Background: an optimization exercise with open tools, aiming at small area, a short achievable clock period and few clock cycles. Do not read the settings as production practice.
Where RTL was checked, it was by simulation tests only, not by an equivalence proof against the original.
Only the layout flow was run in run 2; the RTL was not checked for function there.

## flow/flow/run.sh

```bash
#!/bin/bash
# Layout: the standard flow (standard.sh, all steps), except that the
# buffers ORFS puts on the input and output ports are buf_2 cells
# (buffer_ports -buffer_cell), and timing repair aims for 7.4 ns of setup slack.
# make's full output goes to flow.log here; each step's own log is under orfs/logs/.
set -euo pipefail
export BUFFER_PORTS_ARGS="-buffer_cell sky130_fd_sc_hd__buf_2"
export SETUP_SLACK_MARGIN=7.4
bash standard.sh > flow.log 2>&1
```

## flow/standard.sh

```bash
#!/bin/bash
# synth_recipe.tcl (not shown) runs the flow's synth.tcl, then flattens the netlist and writes it again
# the make line also repeats each setting of config.mk as NAME=value (left out here)
make -C /OpenROAD-flow-scripts/flow DESIGN_CONFIG=/design/flow/config.mk WORK_HOME=/design/flow/orfs CLKGATE_MAP_FILE= SYNTH_SCRIPT=/design/flow/synth_recipe.tcl "${@:-finish}"
```

## flow/config.mk

```make
export PLATFORM = sky130hd
export DESIGN_NAME = DCT
export DESIGN_NICKNAME = DCT
export VERILOG_FILES = /design/flow/design.v
export SDC_FILE = /design/flow/constraint.sdc
export NUM_CORES = 4
export LEC_CHECK = 0
export CAP_MARGIN = 20
export CORE_MARGIN = 2
export CORE_UTILIZATION = 60
export CTS_CLUSTER_DIAMETER = 100
export CTS_CLUSTER_SIZE = 30
export SLEW_MARGIN = 20
```

## flow/constraint.sdc

```tcl
create_clock -name core_clock -period 10.5 [get_ports {clk}]
set_input_delay 2.1000 -clock core_clock [delete_from_list [all_inputs] [get_ports {clk}]]
set_output_delay 2.1000 -clock core_clock [all_outputs]
set_load 0.01 [all_outputs]
```

## flow/design.v

```verilog
module DCT(
	input                     clk,
	input                     rst_n,
	input                     in_valid,
	input  signed       [7:0] in_data,
	output logic              out_valid,
	output logic signed [9:0] out_data
);
function [35:0] csa;
	input [17:0] a, b, c;
	reg [17:0] s, k;
	begin
		s = a ^ b ^ c;
		k = (a & b) | (a & c) | (b & c);
		csa = {k[16:0], 1'b0, s};
	end
endfunction
function [17:0] padd;
	input [17:0] a, b;
	input        cin;
	reg [17:0] p, g, gg, pp, c;
	integer d, i;
	begin
		p = a ^ b;
		g = a & b;
		g[0] = g[0] | (p[0] & cin);
		gg = g;
		pp = p;
		for (d = 1; d < 18; d = d * 2)
			for (i = 17; i >= d; i = i - 1) begin
				gg[i] = gg[i] | (pp[i] & gg[i-d]);
				pp[i] = pp[i] & pp[i-d];
			end
		c = {gg[16:0], cin};
		padd = p ^ c;
	end
endfunction
function [17:0] padds;
	input [17:0] a, b;
	input        cin;
	reg [17:0] p, g, gg, pp, c;
	integer l, i, m;
	begin
		p = a ^ b;
		g = a & b;
		g[0] = g[0] | (p[0] & cin);
		gg = g;
		pp = p;
		for (l = 0; l < 5; l = l + 1)
			for (i = 0; i < 18; i = i + 1)
				if ((i >> l) & 1) begin
					m = ((i >> l) << l) - 1;
					gg[i] = gg[i] | (pp[i] & gg[m]);
					pp[i] = pp[i] & pp[m];
				end
		c = {gg[16:0], cin};
		padds = p ^ c;
	end
endfunction
function [35:0] paddc;
	input [17:0] a, b;
	reg [17:0] p, g, gg, pp, c0, c1;
	integer d, i;
	begin
		p = a ^ b;
		g = a & b;
		gg = g;
		pp = p;
		for (d = 1; d < 18; d = d * 2)
			for (i = 17; i >= d; i = i - 1) begin
				gg[i] = gg[i] | (pp[i] & gg[i-d]);
				pp[i] = pp[i] & pp[i-d];
			end
		c0 = {gg[16:0], 1'b0};
		c1 = {gg[16:0] | pp[16:0], 1'b1};
		paddc = {p ^ c1, p ^ c0};
	end
endfunction
logic [5:0] cnt;
always_ff @(posedge clk or negedge rst_n) begin
	if (!rst_n)
		cnt <= 6'd0;
	else if (cnt == 6'd0)
		cnt <= in_valid ? 6'd1 : 6'd0;
	else if (cnt == 6'd33)
		cnt <= 6'd0;
	else
		cnt <= cnt + 6'd1;
end
always_ff @(posedge clk or negedge rst_n) begin
	if (!rst_n)
		out_valid <= 1'b0;
	else
		out_valid <= (cnt >= 6'd18) && (cnt <= 6'd33);
end
logic [5:0] cm10;
logic [1:0] trow;      
logic       t1even, s_p, s_qa, s_qb1, s_qb2;
logic       r0sel, rot, m2_ld, bank_ld, y2_ld, m_rot;
logic [1:0] osel;      
assign cm10 = cnt - 6'd10;
assign trow = cm10[3:2];
always_ff @(posedge clk) begin
	t1even  <= (trow == 2'd2);
	s_p     <= (trow == 2'd2);
	s_qa    <= (trow == 2'd1);
	s_qb1   <= (trow == 2'd1);
	s_qb2   <= (trow == 2'd2);
	r0sel   <= (cnt >= 6'd12) && (cnt <= 6'd15);
	rot     <= (cnt >= 6'd15) && (cnt <= 6'd25);
	m2_ld   <= (cnt == 6'd15) || (cnt == 6'd19) || (cnt == 6'd23) || (cnt == 6'd27);
	bank_ld <= (cnt == 6'd16) || (cnt == 6'd20) || (cnt == 6'd24) || (cnt == 6'd28);
	y2_ld   <= (cnt == 6'd17) || (cnt == 6'd21) || (cnt == 6'd25) || (cnt == 6'd29);
	m_rot   <= (cnt == 6'd18) || (cnt == 6'd22) || (cnt == 6'd26) || (cnt == 6'd30);
	osel    <= cnt[1:0] + 2'd3;
end
logic signed [7:0] sr [0:15];
integer j;
always_ff @(posedge clk) begin
	sr[0] <= rot ? sr[15] : in_data;
	for (j = 1; j < 16; j = j + 1)
		sr[j] <= sr[j-1];
end
logic [17:0] r0a, r0b, r0c, r0d, r0s1, r0c1, r0s2, r0c2, r0u, r0s;
assign r0a = {10'd0, ~sr[0][7], sr[0][6:0]};
assign r0b = {10'd0, ~sr[4][7], sr[4][6:0]};
assign r0c = {10'd0, ~sr[8][7], sr[8][6:0]};
assign r0d = {10'd0, ~sr[12][7], sr[12][6:0]};
assign {r0c1, r0s1} = csa(r0a, r0b, r0c);
assign {r0c2, r0s2} = csa(r0s1, r0c1, r0d);
assign r0u = padd(r0s2, r0c2, 1'b0);
assign r0s = {8'd0, ~r0u[9], r0u[8:0]};
logic [7:0] ta, tb, tc, td;
logic [7:0] pa, pb, qa, qb;
assign ta = sr[2];
assign tb = sr[6];
assign tc = sr[10];
assign td = sr[14];
assign pa = s_p ? ta : td;
assign pb = s_p ? tc : ta;
assign qa = s_qa ? tc : tb;
assign qb = s_qb1 ? tb : s_qb2 ? td : tc;
logic [17:0] p1w, q1w;
assign p1w = padds({{10{pa[7]}}, pa}, ~{{10{pb[7]}}, pb}, 1'b1);
assign q1w = padds({{10{qa[7]}}, qa}, ~{{10{qb[7]}}, qb}, 1'b1);
logic [8:0] tp, tqv;
logic       teven;
always_ff @(posedge clk) begin
	tp    <= p1w[8:0];
	tqv   <= q1w[8:0];
	teven <= t1even;
end
logic [17:0] xp, xq, xt1, xt2, xt3, xt4, xt5, xt6;
logic [17:0] xs1, xc1, xs2, xc2, xs3, xc3, xs, xc;
assign xp  = {9'd0, ~tp[8], tp[7:0]};
assign xq  = {9'd0, ~tqv[8], tqv[7:0]};
assign xt1 = xp << 6;
assign xt2 = teven ? (xq << 6) : (xq << 5);
assign xt3 = teven ? 18'd0 : (xp << 4);
assign xt4 = teven ? 18'd0 : (xp << 1);
assign xt5 = teven ? 18'd0 : xp;
assign xt6 = teven ? 18'd0 : (xq << 1);
assign {xc1, xs1} = csa(xt1, xt2, xt3);
assign {xc2, xs2} = csa(xt4, xt5, xt6);
assign {xc3, xs3} = csa(xs1, xc1, xs2);
assign {xc,  xs}  = csa(xs3, xc3, xc2);
logic [15:0] ts, tc2;
logic        teven2;
always_ff @(posedge clk) begin
	ts     <= xs[15:0];
	tc2    <= xc[15:0];
	teven2 <= teven;
end
logic [17:0] tk, tsa, tca, tx;
assign tk  = teven2 ? 18'h08000 : 18'h08B00;
assign {tca, tsa} = csa({2'd0, ts}, {2'd0, tc2}, tk);
assign tx  = padd(tsa, tca, 1'b0);
logic [8:0]  yn;
logic        cn;
logic [8:0]  tq [1:3];
logic [17:0] ynext;
assign ynext = padds({9'd0, yn}, 18'd0, cn);
always_ff @(posedge clk) begin
	if (r0sel) begin
		yn <= r0s[9:1];
		cn <= r0s[9] & r0s[0];
	end else begin
		yn <= tx[15:7];
		cn <= tx[15] & (tx[6:0] != 7'd0);
	end
	tq[1] <= ynext[8:0];
	tq[2] <= tq[1];
	tq[3] <= tq[2];
end
logic [17:0] t0e, t1e, yne;
assign yne = {{9{yn[8]}}, yn};
assign t1e = {{9{tq[1][8]}}, tq[1]};
assign t0e = {{9{tq[3][8]}}, tq[3]};
logic [17:0] e1n, o1n, o0n;
assign e1n = padd(t1e, yne, cn);
assign o1n = padd(t1e, ~yne, ~cn);
assign o0n = padd(t0e, ~yne, ~cn);
logic [10:0] e1r;
always_ff @(posedge clk)
	e1r <= e1n[10:0];
logic [17:0] e1x, as0, ac0, as2, ac2, s0, s2;
assign e1x = {{7{e1r[10]}}, e1r};
assign {ac0, as0} = csa(t0e, yne, e1x);
assign {ac2, as2} = csa(t0e, yne, ~e1x);
assign s0 = padd(as0, ac0, cn);
assign s2 = padd(as2, {ac2[17:1], cn}, 1'b1);
logic [9:0]  y0r, y2a, y2r, m1, m2;
logic        y0f, y2af;
logic [17:0] y2i, m2n;
assign y2i = padds({8'd0, y2a}, 18'd0, y2af);
assign m2n = padds({8'd0, ~m2}, 18'd0, 1'b1);
always_ff @(posedge clk) begin
	y0r  <= s0[10:1];
	y0f  <= s0[11] & s0[0];
	y2a  <= s2[10:1];
	y2af <= s2[11] & s2[0];
	if (y2_ld) begin
		y2r <= y2i[9:0];
	end
	if (bank_ld)
		m1 <= o0n[9:0];
	else if (m_rot)
		m1 <= m2n[9:0];
	if (m2_ld)
		m2 <= o1n[9:0];
	else if (m_rot)
		m2 <= m1;
end
logic [17:0] zm1, zm2;
logic [17:0] zs1, zc1, zs2, zc2, zs3, zc3, zs, zc, zlo;
logic [6:0]  zor;
assign zm1 = {8'd0, ~m1[9], m1[8:0]};
assign zm2 = {8'd0, ~m2[9], m2[8:0]};
assign {zc1, zs1} = csa(zm1 << 6, zm1 << 4, zm1 << 1);
assign {zc2, zs2} = csa(zm1, zm2 << 5, zm2 << 1);
assign {zc3, zs3} = csa(zs1, zc1, zs2);
assign {zc,  zs}  = csa(zs3, zc3, zc2);
assign zlo = padds({11'd0, zs[6:0]}, {11'd0, zc[6:0]}, 1'b0);
assign zor = {zs[5:0] | zc[5:0], 1'b0};
logic [9:0] zsh, zch;
logic       zc7;
logic       znz;
always_ff @(posedge clk) begin
	zsh <= zs[16:7];
	zch <= zc[16:7];
	zc7 <= zlo[7];
	znz <= ((zs[6:0] ^ zc[6:0]) != zor);
end
logic [17:0] uk, us, uc;
logic [35:0] uu;
logic [9:0]  zt;
assign uk = {8'd0, 10'h22C | {9'd0, zc7}};
assign {uc, us} = csa({8'd0, zsh}, {8'd0, zch}, uk);
assign uu = paddc(us, uc);
assign zt = (uu[9] & znz) ? uu[27:18] : uu[9:0];
logic [17:0] y0i;
assign y0i = padds({8'd0, y0r}, 18'd0, y0f);
always_ff @(posedge clk) begin
	case (osel)
		2'd0: out_data <= y0i[9:0];
		2'd2: out_data <= y2r;
		default: out_data <= zt;
	endcase
end
endmodule
```

==> results of run 1 <==
## layout make-up
cell class                      count  area [um^2]
Clock buffer                       18          387
Clock inverter                      5         50.0
Fill cell                        2138         9400
Inverter                          212          808
Multi-Input combinational cell    882         8490
Sequential cell                   325         6860
Tap cell                          341          427
Timing Repair Buffer               36          234
## cell families (layout without fill, tap and decap cells)
| group | Yosys count | in the layout | synth area share (%) |
|---|---|---|---|
| AOI/OAI and AO/OA | 220 | 220 | 8.69 |
| xor gates and xnor gates | 88 | 88 | 4.77 |
| muxes | 53 | 53 | 3.46 |
| and+or+nand+nor | 232 | 232 | 7.43 |
| buffers and inverters | 237 | 271 | 5.51 |
| DFF | 325 | 325 | 42.4 |
| adders and majority gates | 289 | 289 | 27.7 |
## placed cells by master (no fill, tap or decap), types with 7 or more instances in the layout
cell type | synthesis | routed
buf_2 | 0 | 19
o21a_1 | 16 | 16
xor2_1 | 22 | 22
dfxtp_1 | 288 | 280
nand2_1 | 33 | 33
o21ai_1 | 18 | 19
mux2_2 | 23 | 23
buf_4 | 0 | 14
ha_1 | 174 | 172
nor2b_1 | 34 | 34
nor2_1 | 70 | 70
o31ai_1 | 8 | 8
xnor2_1 | 66 | 66
and3_1 | 13 | 13
fa_1 | 115 | 112
o21ai_0 | 35 | 33
mux2i_1 | 30 | 30
nand3_1 | 17 | 16
a21oi_1 | 66 | 62
nor3_1 | 15 | 15
clkbuf_16 | 0 | 15
inv_1 | 212 | 207
nand2b_1 | 11 | 11
edfxtp_1 | 30 | 30
dfrtp_1 | 7 | 7
a21o_1 | 24 | 24
a211oi_1 | 10 | 10
## repair_timing
action / in CTS / in global routing
setup buffers: 0 / 14
pin swaps: 2 / 12
hold buffers: 0 / 0
endpoints found under the hold margin: 0 / 0
gates resized for setup: 10 / 31
endpoints found under the setup margin: 10 / 17
cloned: 0 / 0
## registers in the layout (all words and copies together) (netlist names), 10 cells and up
register  count
sr          128
tq           27
ts           16
tc2          13
e1r          11
m1           10
m2           10
out_data     10
y0r          10
y2a          10
y2r          10
zch          10
## Yosys cell counts (all sizes together) (6+ instances only)
| cell type | instances |
|---|---|
| nand2b | 11 |
| fa | 115 |
| o21ai | 54 |
| nand2 | 33 |
| a211oi | 11 |
| mux2 | 23 |
| and2 | 6 |
| dfxtp | 288 |
| xor2 | 22 |
| o21a | 16 |
| nor2b | 34 |
| mux2i | 30 |
| nor3 | 15 |
| inv | 212 |
| dfrtp | 7 |
| a21o | 24 |
| nand3 | 17 |
| ha | 174 |
| nor2 | 70 |
| a21boi | 7 |
| clkbuf | 23 |
| o31ai | 8 |
| xnor2 | 66 |
| a21oi | 66 |
| and3 | 13 |
| edfxtp | 30 |
## worst max path at each step
stage / slack (ns) / cells past startpoint / to / startpoint
after floorplan: 7.49 / 11 / cn$_DFF_P_ / sr[0][1]$_DFF_P_
after global placement: 7.30 / 9 / y2a[9]$_DFF_P_ / yn[1]$_DFF_P_
after detailed placement: 7.23 / 9 / y2a[9]$_DFF_P_ / yn[1]$_DFF_P_
after CTS: 7.37 / 1 / out_valid / out_valid$_DFF_PN0_
after global routing: 7.30 / 11 / cn$_DFF_P_ / sr[8][1]$_DFF_P_
final: 7.39 / 1 / out_valid / out_valid$_DFF_PN0_
## per-layer routing
metal	up-vias	global-route usage, %	wire length [um]
li1	4800	-	-
met1	4489	25.6	12600
met2	73	42.7	16300
met3	28	1.90	491
met4	0	5.03	561
met5	-	0	0
## per-stage QoR
| step | hold slack, ns | setup WS [ns] | std cells | util [%] |
|---|---|---|---|---|
| finish | 0.318 | 7.39 | 1819 | 64.7 |
| global route | 0.329 | 7.30 | 1819 | 64.7 |
| CTS | 0.317 | 7.37 | 1805 | 64.0 |
| floorplan | 0.310 | 7.49 | 1444 | - |
| detailed placement | 0.312 | 7.23 | 1782 | 62.2 |
| global placement | 0.310 | 7.30 | 1782 | 62.2 |
==> results.py, run 1 <==
metrics = {
    "worst_setup_path": {
        "cp-end-kind": "output pin",
        "crit_required_ns": 8.40,
        "r2r_slack_ns": 7.44,
        "arrival_ns": 1.01,
        "max_stage_delay_ns": 0.37,
        "path_delay_family": "flip-flops",
        "worst-r2r-cell-count": 11,
        "start_kind": "flop",
        "rr_endpoint": "cn$_DFF_P_",
        "worstSetupPathType": "reg -> out",
        "reg2reg_from": "sr[8][1]$_DFF_P_",
        "crit_slowest_cell": "dfrtp_1",
        "cp_cell_sequence": "buf_2",
        "worst-path-buf-inv": 1,
        "critPathMaxFanout": 1,
    },
    "sta": {
        "tns_ns": 0,
        "rsz0062_at_grt": "yes",
        "slew_viol_final": 0,
        "clock_skew_ns": 0.0208,
        "clock.fmax_mhz": 322,
        "finalWorstPathRequiredPeriod_ns": 3.11,
        "maxSlewHeadroom_pct": 41.4,
        "finalCritPeriodShare_pct": 29.6,
        "tightest_slew_ns": 0.878,
        "report.final.setup_viol": 0,
        "hold_violations": 0,
    },
    "final_layout": {
        "finish.instance_area_mm2": 0.0172,
        "n_antenna_cell": 0,
        "layout-drive-gt1-share_pct": 8.12,
        "area_growth_pct": 6.86,
        "nNetsFinal": 1772,
    },
    "synth": {
        "synth_area_mm2": 0.0161,
        "syn-num-nets": 1744,
        "syn_area_per_cell_um2": 11.2,
        "seq_area_frac_synth_pct": 42.4,
        "synth_edf_count": 30,
        "synthDistinctLibCells": 66,
        "synth_warnings": 3,
        "netlist_top_cells_area": "dfxtp_1, fa_1, ha_1",
        "synth_cells": 1444,
        "synth_top_area_share_pct": 35.7,
        "synth_largest_area_cell": "dfxtp_1",
        "async_flop_share_pct": 2.15,
        "synthFlopType": "dfxtp_1",
        "synth-seq-cells": 325,
    },
    "floorplan": {
        "die_h_um": 168,
        "start_util_pct": 60.6,
        "die_w_um": 168,
        "num_rows": 60,
        "io_pins": 22,
        "core-area_mm2": 0.0267,
        "dieArea_mm2": 0.0282,
    },
    "route": {
        "drc": 0,
        "drt_wl_total_um": 29900,
        "route.detailed.wl_per_inst_um": 16.5,
        "dr.pass1.iters": 4,
        "vias": 9390,
        "dr.first_iter.drc_count": 395,
        "drt.antenna.violating_nets": 0,
        "vias_per_cell": 5.16,
    },
    "global_routing": {
        "antenna_found_initial": 0,
        "grt_pass1_wl_um": 48200,
        "first_global_vias": 9591,
        "track_usage_pct": 21.8,
        "grt-ovfl-total": 0,
        "grt_max_degree": 32,
    },
    "hold_path": {
        "hold_depth": 0,
        "hp-class": "reg -> reg",
        "hold_end": "sr[12][7]$_DFF_P_",
        "worstHoldStart": "sr[11][7]$_DFF_P_",
    },
    "place": {
        "io_buffers": 21,
        "gp_congestion": 0.842,
        "place.detailed.hpwl_um": 24100,
        "place_area_mm2": 0.0166,
    },
    "clocking": {
        "cts_tree": "yes",
        "clk_pin_slew_ns": 0.10,
        "clock_path_buffers": 3,
        "cts_sinks": 325,
        "cts_max_level": 1,
        "numCtsBuffers": 15,
        "clock_latency_ns": 0.51,
        "clockRootBuffer": "clkbuf_16",
    },
    "flow_run": {
        "max_cap_violations": 0,
    },
    "status": {
        "run_status": "complete, no violations",
    },
}
Testbench counts, summed over its fixed seeds: cycles 8,704.
==> inputs of run 2 (changes only) <==
--- a/flow/design.v
+++ b/flow/design.v
@@ -98,3 +98,3 @@
 logic       t1even, s_p, s_qa, s_qb1, s_qb2;
-logic       r0sel, rot, m2_ld, bank_ld, y2_ld, m_rot;
+logic       r0sel, rot, m2_ld, bank_ld, m_rot;
 logic [1:0] osel;      
@@ -112,3 +112,2 @@
 	bank_ld <= (cnt == 6'd16) || (cnt == 6'd20) || (cnt == 6'd24) || (cnt == 6'd28);
-	y2_ld   <= (cnt == 6'd17) || (cnt == 6'd21) || (cnt == 6'd25) || (cnt == 6'd29);
 	m_rot   <= (cnt == 6'd18) || (cnt == 6'd22) || (cnt == 6'd26) || (cnt == 6'd30);
@@ -176,3 +175,3 @@
 assign {tca, tsa} = csa({2'd0, ts}, {2'd0, tc2}, tk);
-assign tx  = padd(tsa, tca, 1'b0);
+assign tx  = padds(tsa, tca, 1'b0);
 logic [8:0]  yn;
@@ -199,5 +198,5 @@
 logic [17:0] e1n, o1n, o0n;
-assign e1n = padd(t1e, yne, cn);
-assign o1n = padd(t1e, ~yne, ~cn);
-assign o0n = padd(t0e, ~yne, ~cn);
+assign e1n = padds(t1e, yne, cn);
+assign o1n = padds(t1e, ~yne, ~cn);
+assign o0n = padds(t0e, ~yne, ~cn);
 logic [10:0] e1r;
@@ -211,6 +210,5 @@
 assign s2 = padd(as2, {ac2[17:1], cn}, 1'b1);
-logic [9:0]  y0r, y2a, y2r, m1, m2;
-logic        y0f, y2af;
-logic [17:0] y2i, m2n;
-assign y2i = padds({8'd0, y2a}, 18'd0, y2af);
+logic [9:0]  y0r, y2r, m1, m2;
+logic        y0f, y2f;
+logic [17:0] m2n;
 assign m2n = padds({8'd0, ~m2}, 18'd0, 1'b1);
@@ -219,6 +217,5 @@
 	y0f  <= s0[11] & s0[0];
-	y2a  <= s2[10:1];
-	y2af <= s2[11] & s2[0];
-	if (y2_ld) begin
-		y2r <= y2i[9:0];
+	if (bank_ld) begin
+		y2r <= s2[10:1];
+		y2f <= s2[11] & s2[0];
 	end
@@ -255,3 +252,2 @@
 logic [35:0] uu;
-logic [9:0]  zt;
 assign uk = {8'd0, 10'h22C | {9'd0, zc7}};
@@ -259,12 +255,10 @@
 assign uu = paddc(us, uc);
-assign zt = (uu[9] & znz) ? uu[27:18] : uu[9:0];
-logic [17:0] y0i;
-assign y0i = padds({8'd0, y0r}, 18'd0, y0f);
-always_ff @(posedge clk) begin
-	case (osel)
-		2'd0: out_data <= y0i[9:0];
-		2'd2: out_data <= y2r;
-		default: out_data <= zt;
-	endcase
-end
+logic [17:0] yi;
+logic [9:0]  obase;
+logic        zsel;
+assign yi    = padds({8'd0, osel[1] ? y2r : y0r}, 18'd0, osel[1] ? y2f : y0f);
+assign obase = osel[0] ? uu[9:0] : yi[9:0];
+assign zsel  = osel[0] & znz & uu[9];
+always_ff @(posedge clk)
+	out_data <= zsel ? uu[27:18] : obase;
 endmodule
==> results.py, run 2 <==
metrics = {
    "worst_setup_path": {
        "critPathMaxFanout": 1,
        "crit_slowest_cell": "dfrtp_1",
        "start_kind": "flop",
        "worst-r2r-cell-count": 10,
        "max_stage_delay_ns": 0.37,
        "reg2reg_from": "sr[0][1]$_DFF_P_",
        "rr_endpoint": "cn$_DFF_P_",
        "r2r_slack_ns": 7.50,
        "worst-path-buf-inv": 1,
        "cp_cell_sequence": "buf_2",
        "arrival_ns": 1.01,
        "path_delay_family": "flip-flops",
        "crit_start": "out_valid$_DFF_PN0_",
        "crit_end": "out_valid",
        "crit_required_ns": 8.40,
        "cp.depth": 1,
        "cp-end-kind": "output pin",
        "worstSetupPathType": "reg -> out",
    },
    "synth": {
        "synth_most_common_cell": "dfxtp_1",
        "synth_commonest_cells": "dfxtp_1, inv_1, ha_1",
        "async_flop_share_pct": 2.24,
        "syn_area_per_cell_um2": 11.3,
        "synthDistinctLibCells": 72,
        "synth-seq-cells": 313,
        "synth_largest_area_cell": "dfxtp_1",
        "seq_area_frac_synth_pct": 41.7,
        "syn-num-nets": 1703,
        "synth_warnings": 3,
        "synth_top_area_share_pct": 34.8,
        "synth_edf_count": 31,
        "synth_area_mm2": 0.0158,
        "synthFlopType": "dfxtp_1",
        "synth_cells": 1405,
        "netlist_top_cells_area": "dfxtp_1, fa_1, ha_1",
    },
    "final_layout": {
        "area_growth_pct": 6.19,
        "n_antenna_cell": 0,
        "mostFrequentLayoutCell": "dfxtp_1",
        "fin_util_pct": 64.7,
        "largest_reg_flops": 128,
        "nNetsFinal": 1721,
        "mostFrequentLayoutCells": "dfxtp_1, inv_1, ha_1",
        "finish.instance_area_mm2": 0.0168,
        "layout-drive-gt1-share_pct": 7.91,
        "largest_register": "sr",
        "biggestRegsByFlops": "sr: 128 flops, tq: 27 flops, ts: 16 flops",
    },
    "route": {
        "vias_per_cell": 5.18,
        "vias": 9140,
        "dr.first_iter.drc_count": 411,
        "drt.antenna.violating_nets": 0,
        "dr.pass1.iters": 7,
        "route.detailed.wl_per_inst_um": 16.3,
        "drt_wl_total_um": 28700,
        "drc": 0,
    },
    "clocking": {
        "clockRootBuffer": "clkbuf_16",
        "cts_tree": "yes",
        "clk_pin_slew_ns": 0.11,
        "clock_path_buffers": 3,
        "cts_sinks": 313,
        "numCtsBuffers": 15,
        "cts_max_level": 1,
        "cts_hold_buf": 0,
        "clock_latency_ns": 0.51,
    },
    "floorplan": {
        "core-area_mm2": 0.0260,
        "die_h_um": 166,
        "die_w_um": 166,
        "dieArea_mm2": 0.0277,
        "num_rows": 59,
        "io_pins": 22,
        "start_util_pct": 60.9,
    },
    "global_routing": {
        "antenna_found_initial": 0,
        "first_global_vias": 9492,
        "grt_max_degree": 32,
        "grt-ovfl-total": 0,
        "grt_pass1_wl_um": 47900,
        "track_usage_pct": 21.6,
    },
    "sta": {
        "clock.fmax_mhz": 322,
        "tns_ns": 0,
        "tightest_slew_ns": 0.939,
        "hold_violations": 0,
        "report.final.setup_viol": 0,
        "clock_skew_ns": 0.0185,
        "finalWorstPathRequiredPeriod_ns": 3.11,
        "slew_viol_final": 0,
        "maxSlewHeadroom_pct": 37.3,
        "finalCritPeriodShare_pct": 29.6,
        "rsz0062_at_grt": "yes",
    },
    "hold_path": {
        "hp-class": "reg -> reg",
        "worstHoldStart": "tq[2][8]$_DFF_P_",
    },
    "status": {
        "run_status": "complete, no violations",
    },
    "place": {
        "gp_congestion": 0.856,
        "io_buffers": 21,
        "place.detailed.hpwl_um": 23200,
        "place_area_mm2": 0.0163,
    },
    "flow_run": {
        "max_cap_violations": 0,
    },
}
==> run 2: changes by cell type after synthesis, sizes merged, moves of 6 or more <==
cell / change
o211ai: +7
xnor2: -21
ha: -12
nand2b: +6
nor2: -13
a21boi: -6
nand2: +18
nor2b: -9
xor2: +8
o21ai: -12
fa: +10
dfxtp: -13
and3: -6
a21oi: -9
==> run 2: kinds of logic after synthesis <==
| kind of cell | Yosys count | synth area share (%) |
|---|---|---|
| simple gates | 235 | 7.55 |
| compound gates | 198 | 8.31 |
| buf+inv | 237 | 5.64 |
| xor+xnor | 75 | 4.15 |
| flops | 313 | 41.7 |
| fa+ha+maj | 287 | 28.6 |
| mux | 60 | 4.01 |
==> run 2: repair_timing <==
| item | 4_1_cts | 5_1_grt |
|---|---|---|
| pin swaps | 0 | 2 |
| endpoints found under the setup margin | 9 | 18 |
| resized for setup | 7 | 14 |
| setup buffers | 0 | 5 |
==> run 2: worst min path at each step <==
stage | endpoint | slack [ns] | cells past startpoint
5_1_grt | tq[3][8]$_DFF_P_ | 0.34 | 0
4_1_cts | tq[3][8]$_DFF_P_ | 0.34 | 0
6_report | tq[3][8]$_DFF_P_ | 0.33 | 0
2_1_floorplan | sr[10][0]$_DFF_P_ | 0.31 | 0
3_5_place_dp | sr[12][0]$_DFF_P_ | 0.31 | 0
3_3_place_gp | tq[3][6]$_DFF_P_ | 0.31 | 0
==> run 2: metrics by stage <==
step / instances / hold slack (ns) / setup WS, ns
2_1_floorplan: 1405 / 0.310 / 7.42
3_3_place_gp: 1736 / 0.310 / 7.23
3_5_place_dp: 1736 / 0.312 / 7.21
4_1_cts: 1759 / 0.335 / 7.37
5_1_grt: 1764 / 0.336 / 7.31
6_report: 1764 / 0.332 / 7.39
==> run 2: final cells by class <==
| cell class | count | area, um^2 |
|---|---|---|
| sequential | 313 | 6620 |
| inverter | 209 | 785 |
| timing repair buffer | 29 | 171 |
| multi-input combinational | 855 | 8370 |
| fill | 2149 | 9170 |
| tap | 335 | 419 |
| clock buffer | 17 | 393 |
| clock inverter | 6 | 62.6 |
==> run 2: layer usage <==
metal / vias to the layer above / GRT usage, % / wire (um)
met2: 101 / 38.1 / 14100
met1: 4345 / 27.8 / 13000
met3: 51 / 2.21 / 617
met4: 0 / 7.87 / 1060
met5: - / 0 / 0
li1: 4643 / - / -
==> inputs of run 3 (changes only) <==
--- a/flow/design.v
+++ b/flow/design.v
@@ -122,10 +122,13 @@
 end
-logic [17:0] r0a, r0b, r0c, r0d, r0s1, r0c1, r0s2, r0c2, r0u, r0s;
-assign r0a = {10'd0, ~sr[0][7], sr[0][6:0]};
-assign r0b = {10'd0, ~sr[4][7], sr[4][6:0]};
-assign r0c = {10'd0, ~sr[8][7], sr[8][6:0]};
-assign r0d = {10'd0, ~sr[12][7], sr[12][6:0]};
+logic [17:0] r0a, r0b, r0c, r0d, r0s1, r0c1, r0pn, r0u, r0s;
+assign r0a = {10'd0, ~sr[3][7], sr[3][6:0]};
+assign r0b = {10'd0, ~sr[7][7], sr[7][6:0]};
+assign r0c = {10'd0, ~sr[11][7], sr[11][6:0]};
 assign {r0c1, r0s1} = csa(r0a, r0b, r0c);
-assign {r0c2, r0s2} = csa(r0s1, r0c1, r0d);
-assign r0u = padd(r0s2, r0c2, 1'b0);
+assign r0pn = padds(r0s1, r0c1, 1'b0);
+logic [9:0] r0p;
+always_ff @(posedge clk)
+	r0p <= r0pn[9:0];
+assign r0d = {10'd0, ~sr[0][7], sr[0][6:0]};
+assign r0u = padds({8'd0, r0p}, r0d, 1'b0);
 assign r0s = {8'd0, ~r0u[9], r0u[8:0]};
==> results.py, run 3 <==
metrics = {
    "status": {
        "run_status": "complete, no violations",
    },
    "synth": {
        "syn-num-nets": 1668,
        "synth_cells": 1366,
        "netlist_top_cells_area": "dfxtp_1, fa_1, ha_1",
        "synth_area_mm2": 0.0158,
        "synthDistinctLibCells": 65,
        "synth_top_area_share_pct": 36.1,
        "seq_area_frac_synth_pct": 43.1,
        "synth_warnings": 3,
        "synth-seq-cells": 323,
        "synthFlopType": "dfxtp_1",
        "synth_edf_count": 31,
        "synth_commonest_cells": "dfxtp_1, inv_1, ha_1",
        "syn_area_per_cell_um2": 11.6,
        "synth_most_common_cell": "dfxtp_1",
        "async_flop_share_pct": 2.17,
        "synth_largest_area_cell": "dfxtp_1",
    },
    "sta": {
        "tightest_slew_ns": 0.782,
        "clock.fmax_mhz": 323,
        "finalWorstPathRequiredPeriod_ns": 3.10,
        "clock_skew_ns": 0.0127,
        "hold_ws_ns": 0.329,
        "hold_violations": 0,
        "maxSlewHeadroom_pct": 47.8,
        "slew_viol_final": 0,
        "report.final.setup_viol": 0,
        "rsz0062_at_grt": "yes",
        "tns_ns": 0,
        "finalCritPeriodShare_pct": 29.5,
    },
    "worst_setup_path": {
        "cp-end-kind": "output pin",
        "arrival_ns": 1.00,
        "critPathMaxFanout": 1,
        "worstSetupPathType": "reg -> out",
        "crit_required_ns": 8.40,
        "cp_cell_sequence": "buf_2",
        "max_stage_delay_ns": 0.37,
        "start_kind": "flop",
        "path_delay_family": "flip-flops",
        "worst-path-buf-inv": 1,
        "crit_slowest_cell": "dfrtp_1",
        "crit_start": "out_valid$_DFF_PN0_",
        "reg2reg_from": "yn[1]$_DFF_P_",
    },
    "clocking": {
        "clockRootBuffer": "clkbuf_16",
        "clock_path_buffers": 3,
        "cts_sinks": 323,
        "cts_tree": "yes",
        "cts_max_level": 1,
        "clock_latency_ns": 0.50,
        "clk_pin_slew_ns": 0.11,
        "numCtsBuffers": 14,
    },
    "final_layout": {
        "biggestRegsByFlops": "sr: 128 flops, tq: 27 flops, ts: 16 flops",
        "largest_register": "sr",
        "finish.instance_area_mm2": 0.0168,
        "largest_reg_flops": 128,
        "nNetsFinal": 1697,
        "mostFrequentLayoutCells": "dfxtp_1, inv_1, ha_1",
        "n_antenna_cell": 0,
        "mostFrequentLayoutCell": "dfxtp_1",
        "layout-drive-gt1-share_pct": 8.22,
        "area_growth_pct": 6.42,
    },
    "place": {
        "place.detailed.hpwl_um": 22100,
        "io_buffers": 21,
        "place_area_mm2": 0.0163,
        "gp_congestion": 0.805,
    },
    "route": {
        "route.detailed.wl_per_inst_um": 15.6,
        "dr.first_iter.drc_count": 274,
        "drt_wl_total_um": 27000,
        "dr.pass1.iters": 4,
        "vias_per_cell": 5.08,
        "drc": 0,
        "vias": 8803,
        "drt.antenna.violating_nets": 0,
    },
    "floorplan": {
        "die_w_um": 166,
        "num_rows": 59,
        "dieArea_mm2": 0.0276,
        "die_h_um": 166,
        "core-area_mm2": 0.0260,
        "start_util_pct": 60.8,
        "io_pins": 22,
    },
    "global_routing": {
        "antenna_found_initial": 0,
        "track_usage_pct": 20.4,
        "grt_max_degree": 32,
        "grt_pass1_wl_um": 45300,
        "grt-ovfl-total": 0,
        "first_global_vias": 9259,
    },
    "hold_path": {
        "worstHoldStart": "sr[12][3]$_DFF_P_",
        "hp-class": "reg -> reg",
    },
    "flow_run": {
        "max_cap_violations": 0,
    },
}
run 3: cells by family after synthesis:
family | count (synthesis) | synth area share (%)
fa+ha+maj | 291 | 28.8
xor+xnor | 80 | 4.55
mux | 64 | 4.29
flops | 323 | 43.1
compound gates | 177 | 7.29
simple gates | 182 | 5.98
buf+inv | 249 | 5.92
run 3: timing repair:
action                                 in CTS  in global routing
setup endpoints to repair                   5                 17
pin swaps                                   0                  5
endpoints found under the hold margin       0                  0
hold buffers                                0                  0
gates resized for setup                     5                 23
setup buffers                               0                 10
run 3: per-layer routing:
metal	track usage, %	vias to the layer above	share of wire [%]
met3	2.12	36	2.4
li1	-	4461	-
met2	39.3	88	53
met4	4.76	0	2.2
met5	0	-	0
met1	24.4	4218	42
run 3: worst register-to-register path, stage by stage, from the launching register on:
cell and delay, ns:
dfxtp_4 0.40, inv_1 0.09, fa_2 0.61, inv_1 0.08, fa_1 0.46, a21o_1 0.19
a21oi_2 0.16, o21bai_1 0.09, a21oi_2 0.18, o21ai_1 0.13, or4_1 0.41, nand4_1 0.09
run 3: per-stage QoR:
| stage | utilization (%) | setup WS (ns) | instances |
|---|---|---|---|
| 4_1_cts | 64.2 | 7.39 | 1724 |
| 3_5_place_dp | 62.6 | 7.26 | 1704 |
| 5_1_grt | 64.7 | 7.36 | 1734 |
| 3_3_place_gp | 62.6 | 7.31 | 1704 |
| 2_1_floorplan | - | 7.46 | 1366 |
| 6_report | 64.7 | 7.40 | 1734 |
run 3: final timing paths:
kind                       depth (start not counted)  slack [ns]           endpoint
max                                                1        7.40          out_valid
min                                                0        0.33  sr[13][3]$_DFF_P_
max reg2reg                                       11        7.54     y0r[9]$_DFF_P_
min reg2reg                                        0        0.33  sr[13][3]$_DFF_P_
max in group asynchronous                          1        8.93   cnt[4]$_DFF_PN0_
min in group asynchronous                          1        1.41   cnt[3]$_DFF_PN0_
run 3: cell type report:
class	instances	area [um^2]
timing repair buffer	34	213
tap	335	419
inverter	228	860
fill	2099	9180
multi-input combinational	794	8080
sequential	323	6830
clock buffer	19	412
clock inverter	1	5.00
Testbench counts of run 3, summed over its fixed seeds: cycles 8,704.
==> inputs of run 4 (changes only) <==
--- a/flow/config.mk
+++ b/flow/config.mk
@@ -10,4 +10,4 @@
 export CORE_UTILIZATION = 60
-export CTS_CLUSTER_DIAMETER = 100
-export CTS_CLUSTER_SIZE = 30
+export CTS_CLUSTER_DIAMETER = 120
+export CTS_CLUSTER_SIZE = 35
 export SLEW_MARGIN = 20
==> results.py, run 4 <==
metrics = {
    "synth": {
        "syn-num-nets": 1668,
        "synth-seq-cells": 323,
        "seq_area_frac_synth_pct": 43.1,
        "synthFlopType": "dfxtp_1",
        "synth_warnings": 3,
        "synth_edf_count": 31,
        "synthDistinctLibCells": 65,
        "synth_area_mm2": 0.0158,
        "netlist_top_cells_area": "dfxtp_1, fa_1, ha_1",
        "syn_area_per_cell_um2": 11.6,
        "synth_top_area_share_pct": 36.1,
        "synth_cells": 1366,
        "async_flop_share_pct": 2.17,
        "synth_largest_area_cell": "dfxtp_1",
        "synth_commonest_cells": "dfxtp_1, inv_1, ha_1",
        "synth_most_common_cell": "dfxtp_1",
    },
    "global_routing": {
        "first_global_vias": 9246,
        "grt_pass1_wl_um": 45400,
        "grt_max_degree": 37,
        "track_usage_pct": 20.4,
        "antenna_found_initial": 0,
        "grt-ovfl-total": 0,
    },
    "final_layout": {
        "biggestRegsByFlops": "sr: 128 flops, tq: 27 flops, ts: 16 flops",
        "mostFrequentLayoutCell": "dfxtp_1",
        "fillCellCount": 2114,
        "largest_reg_flops": 128,
        "nNetsFinal": 1695,
        "mostFrequentLayoutCells": "dfxtp_1, inv_1, ha_1",
        "layout-drive-gt1-share_pct": 8.09,
        "area_growth_pct": 6.15,
        "n_antenna_cell": 0,
        "fin_util_pct": 64.5,
        "largest_register": "sr",
    },
    "place": {
        "io_buffers": 21,
        "gp_congestion": 0.805,
        "place.detailed.hpwl_um": 22100,
    },
    "worst_setup_path": {
        "arrival_ns": 1.01,
        "critPathMaxFanout": 1,
        "cp_cell_sequence": "buf_2",
        "start_kind": "flop",
        "max_stage_delay_ns": 0.37,
        "crit_required_ns": 8.40,
        "worst-path-buf-inv": 1,
        "crit_slowest_cell": "dfrtp_1",
        "path_delay_family": "flip-flops",
        "cp-end-kind": "output pin",
        "worstSetupPathType": "reg -> out",
        "r2r_slack_ns": 7.54,
    },
    "route": {
        "drt.antenna.violating_nets": 0,
        "drt_wl_total_um": 27100,
        "route.detailed.wl_per_inst_um": 15.6,
        "vias_per_cell": 5.07,
        "dr.first_iter.drc_count": 286,
        "drc": 0,
        "vias": 8784,
        "dr.pass1.iters": 4,
    },
    "floorplan": {
        "start_util_pct": 60.8,
        "num_rows": 59,
        "dieArea_mm2": 0.0276,
        "die_h_um": 166,
        "die_w_um": 166,
        "core-area_mm2": 0.0260,
        "io_pins": 22,
    },
    "sta": {
        "slew_viol_final": 0,
        "hold_violations": 0,
        "finalWorstPathRequiredPeriod_ns": 3.11,
        "clock.fmax_mhz": 322,
        "tightest_slew_ns": 0.732,
        "clock_skew_ns": 0.0225,
        "maxSlewHeadroom_pct": 51.2,
        "finalCritPeriodShare_pct": 29.6,
        "tns_ns": 0,
        "rsz0062_at_grt": "yes",
        "hold_ws_ns": 0.334,
        "report.final.setup_viol": 0,
    },
    "clocking": {
        "clk_pin_slew_ns": 0.12,
        "cts_sinks": 323,
        "cts_max_level": 1,
        "clock_path_buffers": 3,
        "clock_latency_ns": 0.51,
        "numCtsBuffers": 13,
        "cts_tree": "yes",
        "clockRootBuffer": "clkbuf_16",
    },
    "hold_path": {
        "hp-class": "reg -> reg",
    },
    "status": {
        "run_status": "complete, no violations",
    },
    "flow_run": {
        "max_cap_violations": 0,
    },
}
[run 4: area by class of cell]
| class | count | area [um^2] | share of cell area [%] |
|---|---|---|---|
| Multi-Input combinational cell | 794 | 8080 | 48.2 |
| Sequential cell | 323 | 6830 | 40.7 |
| Inverter | 228 | 860 | 5.13 |
| Tap cell | 335 | 419 | 2.50 |
| Clock buffer | 16 | 337 | 2.01 |
| Timing Repair Buffer | 33 | 205 | 1.22 |
| Clock inverter | 3 | 41.3 | 0.246 |
[run 4: metrics by stage]
step           cells  area (um^2)  setup slack [ns]
5_1_grt         1732        16800              7.35
3_3_place_gp    1704        16300              7.31
3_5_place_dp    1704        16300              7.26
4_1_cts         1724        16700              7.37
6_report        1732        16800              7.39
2_1_floorplan   1366        15800              7.46
[run 4: kinds of logic after synthesis]
kind of cell	Yosys count	synth area share (%)
compound gates	177	7.29
xor+xnor	80	4.55
fa+ha+maj	291	28.8
buf+inv	249	5.92
flops	323	43.1
mux	64	4.29
simple gates	182	5.98
[run 4: metal layers]
metal  wire, um  vias up  global-route usage [%]
li1           -     4463                       -
met1      11400     4214                    24.4
met2      14500       75                    39.4
met3        596       32                    2.05
met4        632        0                    4.95
met5          0        -                       0
[run 4: what timing repair did]
| item | 4_1_cts | 5_1_grt |
|---|---|---|
| hold buffers | 0 | 0 |
| gates cloned | 0 | 0 |
| gates resized for setup | 5 | 23 |
| pin swaps | 0 | 6 |
| buffers inserted | 1 | 8 |
| setup endpoints to repair | 8 | 18 |
[run 4: path summary, 6_finish.rpt]
| path | from | end | cells past startpoint |
|---|---|---|---|
| worst max-delay path | out_valid$_DFF_PN0_ | out_valid | 1 |
| worst min-delay path | tq[2][2]$_DFF_P_ | tq[3][2]$_DFF_P_ | 0 |
| worst max register to register | ts[4]$_DFF_P_ | cn$_DFF_P_ | 9 |
| worst min register to register | tq[2][2]$_DFF_P_ | tq[3][2]$_DFF_P_ | 0 |
| max in group asynchronous | rst_n | cnt[1]$_DFF_PN0_ | 1 |
| min in group asynchronous | rst_n | cnt[3]$_DFF_PN0_ | 1 |
==> inputs of run 5 (changes only) <==
--- a/flow/config.mk
+++ b/flow/config.mk
@@ -10,4 +10,5 @@
 export CORE_UTILIZATION = 60
-export CTS_CLUSTER_DIAMETER = 120
-export CTS_CLUSTER_SIZE = 35
+export CTS_BUF_LIST = sky130_fd_sc_hd__clkbuf_8
+export CTS_CLUSTER_DIAMETER = 60
+export CTS_CLUSTER_SIZE = 20
 export SLEW_MARGIN = 20
==> results.py, run 5 <==
metrics = {
    "route": {
        "drt_wl_total_um": 27200,
        "vias": 8830,
        "vias_per_cell": 5.03,
        "drt.antenna.violating_nets": 0,
        "route.detailed.wl_per_inst_um": 15.5,
        "drc": 0,
        "dr.first_iter.drc_count": 246,
        "dr.pass1.iters": 4,
    },
    "worst_setup_path": {
        "arrival_ns": 1.06,
        "cp_cell_sequence": "buf_2",
        "worst-r2r-cell-count": 9,
        "rr_endpoint": "y2f$_DFFE_PP_",
        "start_kind": "flop",
        "worst-path-buf-inv": 1,
        "worstSetupPathType": "reg -> out",
        "critPathMaxFanout": 1,
        "path_delay_family": "flip-flops",
        "r2r_slack_ns": 7.51,
        "crit_required_ns": 8.40,
        "reg2reg_from": "yn[2]$_DFF_P_",
        "max_stage_delay_ns": 0.37,
        "crit_slowest_cell": "dfrtp_1",
        "cp-end-kind": "output pin",
    },
    "status": {
        "run_status": "complete, no violations",
    },
    "floorplan": {
        "start_util_pct": 60.8,
        "core-area_mm2": 0.0260,
        "die_h_um": 166,
        "io_pins": 22,
        "dieArea_mm2": 0.0276,
        "num_rows": 59,
        "die_w_um": 166,
    },
    "synth": {
        "netlist_top_cells_area": "dfxtp_1, fa_1, ha_1",
        "synth_simple_gate_area_share_pct": 5.98,
        "synth_area_mm2": 0.0158,
        "synthAdderAreaFrac_pct": 28.8,
        "async_flop_share_pct": 2.17,
        "synth-seq-cells": 323,
        "synthDistinctLibCells": 65,
        "synth_top_family_by_area": "adder cells",
        "synth_commonest_cells": "dfxtp_1, inv_1, ha_1",
        "synth-xor-area-share_pct": 4.55,
        "synth_compound_area_share_pct": 7.29,
        "synth_largest_area_cell": "dfxtp_1",
        "synthMuxAreaShare_pct": 4.29,
        "syn-num-nets": 1668,
        "syn_area_per_cell_um2": 11.6,
        "synth_most_common_cell": "dfxtp_1",
        "seq_area_frac_synth_pct": 43.1,
        "synth_warnings": 3,
        "synth_top_area_share_pct": 36.1,
        "synthFlopType": "dfxtp_1",
        "synth_cells": 1366,
        "synth_edf_count": 31,
    },
    "final_layout": {
        "fillCellCount": 2102,
        "layout.cells.non_filler": 1756,
        "n_antenna_cell": 0,
        "mostFrequentLayoutCell": "dfxtp_1",
        "nNetsFinal": 1707,
        "layout-drive-gt1-share_pct": 9.57,
        "mostFrequentLayoutCells": "dfxtp_1, inv_1, ha_1",
        "area_growth_pct": 7.08,
        "largest_reg_flops": 128,
        "biggestRegsByFlops": "sr: 128 flops, tq: 27 flops, ts: 16 flops",
        "largest_register": "sr",
    },
    "clocking": {
        "numCtsBuffers": 24,
        "clock_latency_ns": 0.57,
        "cts_tree": "yes",
        "clk_pin_slew_ns": 0.11,
        "clock_path_buffers": 3,
        "clockRootBuffer": "clkbuf_8",
        "cts_max_level": 1,
        "cts_sinks": 323,
    },
    "sta": {
        "tightest_slew_ns": 0.754,
        "slew_viol_final": 0,
        "clock_skew_ns": 0.0231,
        "rsz0062_at_grt": "yes",
        "clock.fmax_mhz": 317,
        "finalCritPeriodShare_pct": 30.1,
        "tns_ns": 0,
        "hold_violations": 0,
        "finalWorstPathRequiredPeriod_ns": 3.16,
        "maxSlewHeadroom_pct": 49.7,
        "report.final.setup_viol": 0,
    },
    "hold_path": {
        "worstHoldStart": "sr[12][3]$_DFF_P_",
        "hp-class": "reg -> reg",
        "hold_depth": 0,
        "hold_end": "sr[13][3]$_DFF_P_",
    },
    "place": {
        "dp_cells": 1704,
        "place.detailed.hpwl_um": 22100,
        "io_buffers": 21,
        "gp_congestion": 0.805,
    },
    "global_routing": {
        "grt_pass1_wl_um": 45600,
        "track_usage_pct": 20.6,
        "grt-ovfl-total": 0,
        "antenna_found_initial": 0,
        "first_global_vias": 9321,
        "grt_max_degree": 29,
    },
    "flow_run": {
        "max_cap_violations": 0,
    },
}
-- run 5: how the worst max path moves through the flow --
stage / startpoint / end / slack [ns] / cells past startpoint
3_3_place_gp: yn[1]$_DFF_P_ / y0r[9]$_DFF_P_ / 7.31 / 11
2_1_floorplan: t1even$_DFF_P_ / tp[8]$_DFF_P_ / 7.46 / 12
4_1_cts: out_valid$_DFF_PN0_ / out_valid / 7.30 / 1
3_5_place_dp: yn[1]$_DFF_P_ / y0r[9]$_DFF_P_ / 7.26 / 11
6_report: out_valid$_DFF_PN0_ / out_valid / 7.34 / 1
5_1_grt: out_valid$_DFF_PN0_ / out_valid / 7.28 / 1
-- run 5: kinds of logic after synthesis --
logic type,Yosys count
DFF,323
adders and majority gates,291
buffers and inverters,249
and+or+nand+nor,182
AOI/OAI and AO/OA,177
xor gates and xnor gates,80
muxes,64
-- run 5: layout make-up --
| type | instances | area, um^2 | area share, % |
|---|---|---|---|
| Sequential cell | 323 | 6830 | 40.4 |
| Tap cell | 335 | 419 | 2.48 |
| Timing Repair Buffer | 34 | 213 | 1.26 |
| Clock inverter | 16 | 160 | 0.947 |
| Multi-Input combinational cell | 794 | 8080 | 47.7 |
| Inverter | 228 | 863 | 5.10 |
| Clock buffer | 26 | 358 | 2.12 |
-- run 5: what timing repair did --
action,CTS,global route
endpoints found under the hold margin,0,0
hold buffers,0,0
pin swaps,0,4
gates resized for setup,3,22
setup buffers,1,9
setup endpoints to repair,16,25
-- run 5: metrics by stage --
stage / cell area (um^2) / worst slack [ns] / utilization (%) / hold WS (ns)
6_report: 16900 / 7.34 / 65.1 / 0.325
5_1_grt: 16900 / 7.28 / 65.1 / 0.335
4_1_cts: 16800 / 7.30 / 64.6 / 0.325
3_5_place_dp: 16300 / 7.26 / 62.6 / 0.312
3_3_place_gp: 16300 / 7.31 / 62.6 / 0.309
2_1_floorplan: 15800 / 7.46 / - / 0.310
-- run 5: layer usage --
| metal | vias up | track usage (%) | part of all wire [%] |
|---|---|---|---|
| li1 | 4496 | - | - |
| met1 | 4197 | 24.5 | 42 |
| met2 | 92 | 38.9 | 53 |
| met3 | 45 | 2.31 | 2.9 |
| met4 | 0 | 6.07 | 2.6 |
| met5 | - | 0 | 0 |
==> inputs of run 6 (changes only) <==
==> flow/flow/run.sh (replaced) <==
#!/bin/bash
# Layout: the standard flow (standard.sh, all steps), except that the
# buffers ORFS puts on the input and output ports are buf_2 cells
# (buffer_ports -buffer_cell), timing repair aims for 7.4 ns of setup slack,
# and the clock tree puts no buffers at its branching points.
# make's full output goes to flow.log here; each step's own log is under orfs/logs/.
set -euo pipefail
export BUFFER_PORTS_ARGS="-buffer_cell sky130_fd_sc_hd__buf_2"
export SETUP_SLACK_MARGIN=7.4
export CTS_ARGS="-sink_clustering_enable -repair_clock_nets -sink_clustering_size 30 -sink_clustering_max_diameter 100 -branching_point_buffers_distance 10000 -distance_between_buffers 10000"
bash standard.sh > flow.log 2>&1
--- a/flow/config.mk
+++ b/flow/config.mk
@@ -10,5 +10,4 @@
 export CORE_UTILIZATION = 60
-export CTS_BUF_LIST = sky130_fd_sc_hd__clkbuf_8
-export CTS_CLUSTER_DIAMETER = 60
-export CTS_CLUSTER_SIZE = 20
+export CTS_CLUSTER_DIAMETER = 100
+export CTS_CLUSTER_SIZE = 30
 export SLEW_MARGIN = 20
==> results.py, run 6 <==
metrics = {
    "hold_path": {
        "hp-class": "reg -> reg",
    },
    "sta": {
        "clock.fmax_mhz": 323,
        "clock_skew_ns": 0.0127,
        "hold_violations": 0,
        "tightest_slew_ns": 0.782,
        "finalCritPeriodShare_pct": 29.5,
        "finalWorstPathRequiredPeriod_ns": 3.10,
        "slew_viol_final": 0,
        "report.final.setup_viol": 0,
        "tns_ns": 0,
        "rsz0062_at_grt": "yes",
        "maxSlewHeadroom_pct": 47.8,
    },
    "global_routing": {
        "grt_pass1_wl_um": 45300,
        "track_usage_pct": 20.4,
        "grt-ovfl-total": 0,
        "first_global_vias": 9259,
        "grt_max_degree": 32,
        "antenna_found_initial": 0,
    },
    "final_layout": {
        "n_antenna_cell": 0,
        "fillCellCount": 2099,
        "mostFrequentLayoutCell": "dfxtp_1",
        "largest_reg_flops": 128,
        "largest_register": "sr",
        "multi_input_area_mm2": 0.00808,
        "biggestRegsByFlops": "sr: 128 flops, tq: 27 flops, ts: 16 flops",
        "final-seq-area_mm2": 0.00683,
        "area_growth_pct": 6.42,
        "layout-drive-gt1-share_pct": 8.22,
        "nNetsFinal": 1697,
        "layout.cells.non_filler": 1734,
        "mostFrequentLayoutCells": "dfxtp_1, inv_1, ha_1",
    },
    "synth": {
        "syn_area_per_cell_um2": 11.6,
        "synth_area_mm2": 0.0158,
        "synth_top_area_share_pct": 36.1,
        "synth_largest_area_cell": "dfxtp_1",
        "synth_warnings": 3,
        "synthDistinctLibCells": 65,
        "synth_commonest_cells": "dfxtp_1, inv_1, ha_1",
        "synthFlopType": "dfxtp_1",
        "netlist_top_cells_area": "dfxtp_1, fa_1, ha_1",
        "synth_most_common_cell": "dfxtp_1",
        "synth_cells": 1366,
        "synth_edf_count": 31,
        "async_flop_share_pct": 2.17,
        "syn-num-nets": 1668,
        "seq_area_frac_synth_pct": 43.1,
        "synth-seq-cells": 323,
    },
    "route": {
        "vias_per_cell": 5.08,
        "drt_wl_total_um": 27000,
        "drt.antenna.violating_nets": 0,
        "route.detailed.wl_per_inst_um": 15.6,
        "dr.first_iter.drc_count": 274,
        "drc": 0,
        "vias": 8803,
        "dr.pass1.iters": 4,
    },
    "clocking": {
        "clockRootBuffer": "clkbuf_16",
        "clock_path_buffers": 3,
        "numCtsBuffers": 14,
        "cts_tree": "yes",
        "cts_sinks": 323,
        "clock_latency_ns": 0.50,
        "cts_max_level": 1,
        "clk_pin_slew_ns": 0.11,
    },
    "worst_setup_path": {
        "cp-end-kind": "output pin",
        "path_delay_family": "flip-flops",
        "worstSetupPathType": "reg -> out",
        "start_kind": "flop",
        "critPathMaxFanout": 1,
        "arrival_ns": 1.00,
        "crit_required_ns": 8.40,
        "max_stage_delay_ns": 0.37,
        "worst-path-buf-inv": 1,
        "cp_cell_sequence": "buf_2",
        "crit_slowest_cell": "dfrtp_1",
    },
    "place": {
        "place.detailed.hpwl_um": 22100,
        "io_buffers": 21,
        "gp_congestion": 0.805,
        "dp_cells": 1704,
    },
    "floorplan": {
        "num_rows": 59,
        "core-area_mm2": 0.0260,
        "start_util_pct": 60.8,
        "io_pins": 22,
        "die_w_um": 166,
        "dieArea_mm2": 0.0276,
        "die_h_um": 166,
    },
    "status": {
        "run_status": "complete, no violations",
    },
    "flow_run": {
        "max_cap_violations": 0,
    },
}
==> run 6: final timing paths <==
check	cells past startpoint	startpoint	slack [ns]	to
min in group asynchronous	1	rst_n	1.41	cnt[3]$_DFF_PN0_
worst max register to register	11	yn[1]$_DFF_P_	7.54	y0r[9]$_DFF_P_
worst min register to register	0	sr[12][3]$_DFF_P_	0.33	sr[13][3]$_DFF_P_
worst min-delay path	0	sr[12][3]$_DFF_P_	0.33	sr[13][3]$_DFF_P_
worst max-delay path	1	out_valid$_DFF_PN0_	7.40	out_valid
max in group asynchronous	1	rst_n	8.93	cnt[4]$_DFF_PN0_
==> run 6: cell families (layout without fill, tap and decap cells) <==
kind of cell	Yosys count	after routing	share of synthesized area (%)
XOR/XNOR	80	80	4.55
AO/OA/AOI/OAI	177	177	7.29
AND/OR/NAND/NOR	182	182	5.98
adder cells (fa/ha/maj)	291	291	28.8
buffers and inverters	249	282	5.92
multiplexers	64	64	4.29
flip-flops	323	323	43.1
==> run 6: layout make-up <==
class / count / share of cell area [%]
Clock inverter: 1 / 0.0298
Inverter: 228 / 5.11
Timing Repair Buffer: 34 / 1.27
Tap cell: 335 / 2.49
Clock buffer: 19 / 2.45
Sequential cell: 323 / 40.6
Multi-Input combinational cell: 794 / 48.0
==> run 6: metrics by stage <==
stage / area [um^2] / setup slack [ns] / util, % / hold slack [ns]
2_1_floorplan: 15800 / 7.46 / - / 0.310
3_3_place_gp: 16300 / 7.31 / 62.6 / 0.309
3_5_place_dp: 16300 / 7.26 / 62.6 / 0.312
4_1_cts: 16700 / 7.39 / 64.2 / 0.330
5_1_grt: 16800 / 7.36 / 64.7 / 0.333
6_report: 16800 / 7.40 / 64.7 / 0.329
==> run 6: timing repair <==
action,4_1_cts,5_1_grt
hold buffers,0,0
setup buffers,0,10
pin swaps,0,5
endpoints found under the hold margin,0,0
endpoints found under the setup margin,5,17
gates resized for setup,5,23
==> run 6: metal layers <==
| layer | share of wire, % | vias up | track usage (%) |
|---|---|---|---|
| met3 | 2.4 | 36 | 2.12 |
| li1 | - | 4461 | - |
| met5 | 0 | - | 0 |
| met1 | 42 | 4218 | 24.4 |
| met4 | 2.2 | 0 | 4.76 |
| met2 | 53 | 88 | 39.3 |
==> inputs of run 7 (changes only) <==
--- a/flow/design.v
+++ b/flow/design.v
@@ -98,3 +98,3 @@
 logic       t1even, s_p, s_qa, s_qb1, s_qb2;
-logic       r0sel, rot, m2_ld, bank_ld, m_rot;
+logic       r0sel, rot, m2_ld, bank_ld, y2_ld, m_rot;
 logic [1:0] osel;      
@@ -112,2 +112,3 @@
 	bank_ld <= (cnt == 6'd16) || (cnt == 6'd20) || (cnt == 6'd24) || (cnt == 6'd28);
+	y2_ld   <= (cnt == 6'd17) || (cnt == 6'd21) || (cnt == 6'd25) || (cnt == 6'd29);
 	m_rot   <= (cnt == 6'd18) || (cnt == 6'd22) || (cnt == 6'd26) || (cnt == 6'd30);
@@ -213,5 +214,6 @@
 assign s2 = padd(as2, {ac2[17:1], cn}, 1'b1);
-logic [9:0]  y0r, y2r, m1, m2;
-logic        y0f, y2f;
-logic [17:0] m2n;
+logic [9:0]  y0r, y2a, y2r, m1, m2;
+logic        y0f, y2af;
+logic [17:0] y2i, m2n;
+assign y2i = padds({8'd0, y2a}, 18'd0, y2af);
 assign m2n = padds({8'd0, ~m2}, 18'd0, 1'b1);
@@ -220,5 +222,6 @@
 	y0f  <= s0[11] & s0[0];
-	if (bank_ld) begin
-		y2r <= s2[10:1];
-		y2f <= s2[11] & s2[0];
+	y2a  <= s2[10:1];
+	y2af <= s2[11] & s2[0];
+	if (y2_ld) begin
+		y2r <= y2i[9:0];
 	end
@@ -258,7 +261,7 @@
 assign uu = paddc(us, uc);
-logic [17:0] yi;
+logic [17:0] y0i;
 logic [9:0]  obase;
 logic        zsel;
-assign yi    = padds({8'd0, osel[1] ? y2r : y0r}, 18'd0, osel[1] ? y2f : y0f);
-assign obase = osel[0] ? uu[9:0] : yi[9:0];
+assign y0i   = padds({8'd0, y0r}, 18'd0, y0f);
+assign obase = osel[0] ? uu[9:0] : osel[1] ? y2r : y0i[9:0];
 assign zsel  = osel[0] & znz & uu[9];
==> flow/flow/run.sh (replaced) <==
#!/bin/bash
# Layout: the standard flow (standard.sh, all steps), except that the
# buffers ORFS puts on the input and output ports are buf_2 cells
# (buffer_ports -buffer_cell), and timing repair aims for 7.4 ns of setup slack.
# make's full output goes to flow.log here; each step's own log is under orfs/logs/.
set -euo pipefail
export BUFFER_PORTS_ARGS="-buffer_cell sky130_fd_sc_hd__buf_2"
export SETUP_SLACK_MARGIN=7.4
bash standard.sh > flow.log 2>&1
==> results.py, run 7 <==
metrics = {
    "global_routing": {
        "first_global_vias": 9675,
        "grt-ovfl-total": 0,
        "track_usage_pct": 21.1,
        "grt_max_degree": 32,
        "grt_pass1_wl_um": 47300,
        "antenna_found_initial": 1,
    },
    "route": {
        "drc": 0,
        "route.detailed.wl_per_inst_um": 16.1,
        "dr.first_iter.drc_count": 327,
        "drt.antenna.violating_nets": 0,
        "vias": 9163,
        "drt_wl_total_um": 28600,
    },
    "final_layout": {
        "n_antenna_cell": 0,
        "mostFrequentLayoutCells": "dfxtp_1, inv_1, ha_1",
        "largest_reg_flops": 128,
        "mostFrequentLayoutCell": "dfxtp_1",
        "area_growth_pct": 5.87,
        "fillCellCount": 2154,
        "largest_register": "sr",
    },
    "sta": {
        "tns_ns": 0,
        "clock.fmax_mhz": 320,
        "hold_ws_ns": 0.332,
        "rsz0062_at_grt": "yes",
        "hold_violations": 0,
        "slew_viol_final": 0,
        "tightest_slew_ns": 0.820,
        "clock_skew_ns": 0.0235,
    },
    "synth": {
        "synth_warnings": 3,
        "netlist_top_cells_area": "dfxtp_1, fa_1, ha_1",
        "synth_largest_area_cell": "dfxtp_1",
        "synthDistinctLibCells": 63,
        "syn_area_per_cell_um2": 11.4,
        "synth_cells": 1412,
        "synthFlopType": "dfxtp_1",
        "synth-seq-cells": 334,
        "async_flop_share_pct": 2.10,
        "synth_top_area_share_pct": 36.8,
        "synth_commonest_cells": "dfxtp_1, inv_1, ha_1",
    },
    "hold_path": {
        "hold_end": "tq[3][0]$_DFF_P_",
        "hp-class": "reg -> reg",
        "worstHoldStart": "tq[2][0]$_DFF_P_",
        "hold_depth": 0,
    },
    "place": {
        "gp_congestion": 0.849,
        "io_buffers": 21,
        "place.detailed.hpwl_um": 23100,
    },
    "floorplan": {
        "core-area_mm2": 0.0267,
        "die_w_um": 168,
        "start_util_pct": 60.5,
        "num_rows": 60,
        "die_h_um": 168,
        "dieArea_mm2": 0.0283,
        "io_pins": 22,
    },
    "worst_setup_path": {
        "arrival_ns": 1.02,
        "worst-path-buf-inv": 1,
        "r2r_slack_ns": 7.53,
        "crit_required_ns": 8.40,
        "worst-r2r-cell-count": 9,
        "cp-end-kind": "output pin",
        "path_delay_family": "flip-flops",
        "cp_cell_sequence": "buf_2",
        "max_stage_delay_ns": 0.37,
        "crit_slowest_cell": "dfrtp_1",
    },
    "flow_run": {
        "max_cap_violations": 0,
    },
    "clocking": {
        "clock_latency_ns": 0.53,
        "cts_sinks": 334,
        "clockRootBuffer": "clkbuf_16",
        "clock_path_buffers": 3,
    },
    "status": {
        "run_status": "complete, no violations",
    },
}
run 7: timing repair:
item | 4_1_cts | 5_1_grt
endpoints found under the setup margin | 2 | 24
pin swaps | 0 | 1
hold buffers | 0 | 0
buffers inserted | 0 | 3
resized for setup | 1 | 16
gates cloned | 0 | 0
run 7: kinds of logic after synthesis:
kind of cell | count (synthesis) | share of synthesized area, %
AND/OR/NAND/NOR | 201 | 6.31
multiplexers | 55 | 3.61
adder cells (fa/ha/maj) | 296 | 28.6
flip-flops | 334 | 43.4
AO/OA/AOI/OAI | 184 | 7.34
buffers and inverters | 253 | 5.90
XOR/XNOR | 89 | 4.82
run 7: area by class of cell:
class	count	area [um^2]	area share (%)
timing repair buffer	25	141	0.826
clock buffer	21	419	2.45
multi-input combinational	825	8200	47.9
inverter	228	856	5.00
sequential	334	7030	41.1
tap	341	427	2.49
clock inverter	3	33.8	0.197
run 7: metrics by stage:
step / instance area [um^2] / worst slack [ns] / instances / util, %
2_1_floorplan: 16200 / 7.53 / 1412 / -
3_3_place_gp: 16600 / 7.30 / 1750 / 62.1
3_5_place_dp: 16600 / 7.30 / 1750 / 62.1
4_1_cts: 17100 / 7.35 / 1774 / 63.8
5_1_grt: 17100 / 7.32 / 1777 / 64.0
6_report: 17100 / 7.38 / 1777 / 64.0
run 7: worst max-delay path by stage:
| stage | slack [ns] | endpoint | cells past startpoint |
|---|---|---|---|
| finish | 7.38 | out_valid | 1 |
| global route | 7.32 | out_valid | 1 |
| CTS | 7.35 | out_valid | 1 |
| detailed placement | 7.30 | y0r[9]$_DFF_P_ | 10 |
| global placement | 7.30 | y0r[9]$_DFF_P_ | 10 |
| floorplan | 7.53 | znz$_DFF_P_ | 9 |
run 7: layer usage:
| layer | vias up | track usage (%) | routed length [um] |
|---|---|---|---|
| li1 | 4611 | - | - |
| met1 | 4425 | 23.5 | 11700 |
| met2 | 79 | 42.0 | 15400 |
| met3 | 46 | 2.02 | 563 |
| met4 | 2 | 7.05 | 915 |
| met5 | - | 0 | 13 |
Testbench counts of run 7, summed over its fixed seeds: cycles 8,704.

port drivers added, routing unchanged:
How much do the figures lean on ideal ports? The routed layouts below were timed once more, with nothing changed but the port constraints. Step 1, drivers: a clkbuf_16 drives clk and a buf_2 each remaining input, both assumed. Step 2 adds t to the input delays and takes it off the output delays; t is the mean of the earliest and latest rising clock arrival at the registers after step 1. Input paths then give back, and output paths get back, about the clock's delay inside the block. Slacks: ideal ports / drivers / drivers and shift; pairs: ideal ports / drivers.
run	shift t [ns]	setup WS [ns]	clock arrival spread, ns
run 1	0.551	7.395 / 7.345 / 7.437	0.023 / 0.022
run 2	0.556	7.394 / 7.342 / 7.504	0.020 / 0.020
run 3	0.546	7.404 / 7.355 / 7.544	0.013 / 0.013
run 4	0.543	7.390 / 7.343 / 7.537	0.023 / 0.022
run 5	0.603	7.345 / 7.301 / 7.508	0.023 / 0.023
run 6	0.546	7.404 / 7.355 / 7.544	0.013 / 0.013
run 7	0.562	7.375 / 7.327 / 7.534	0.024 / 0.025
After both steps every run listed still meets setup and hold.
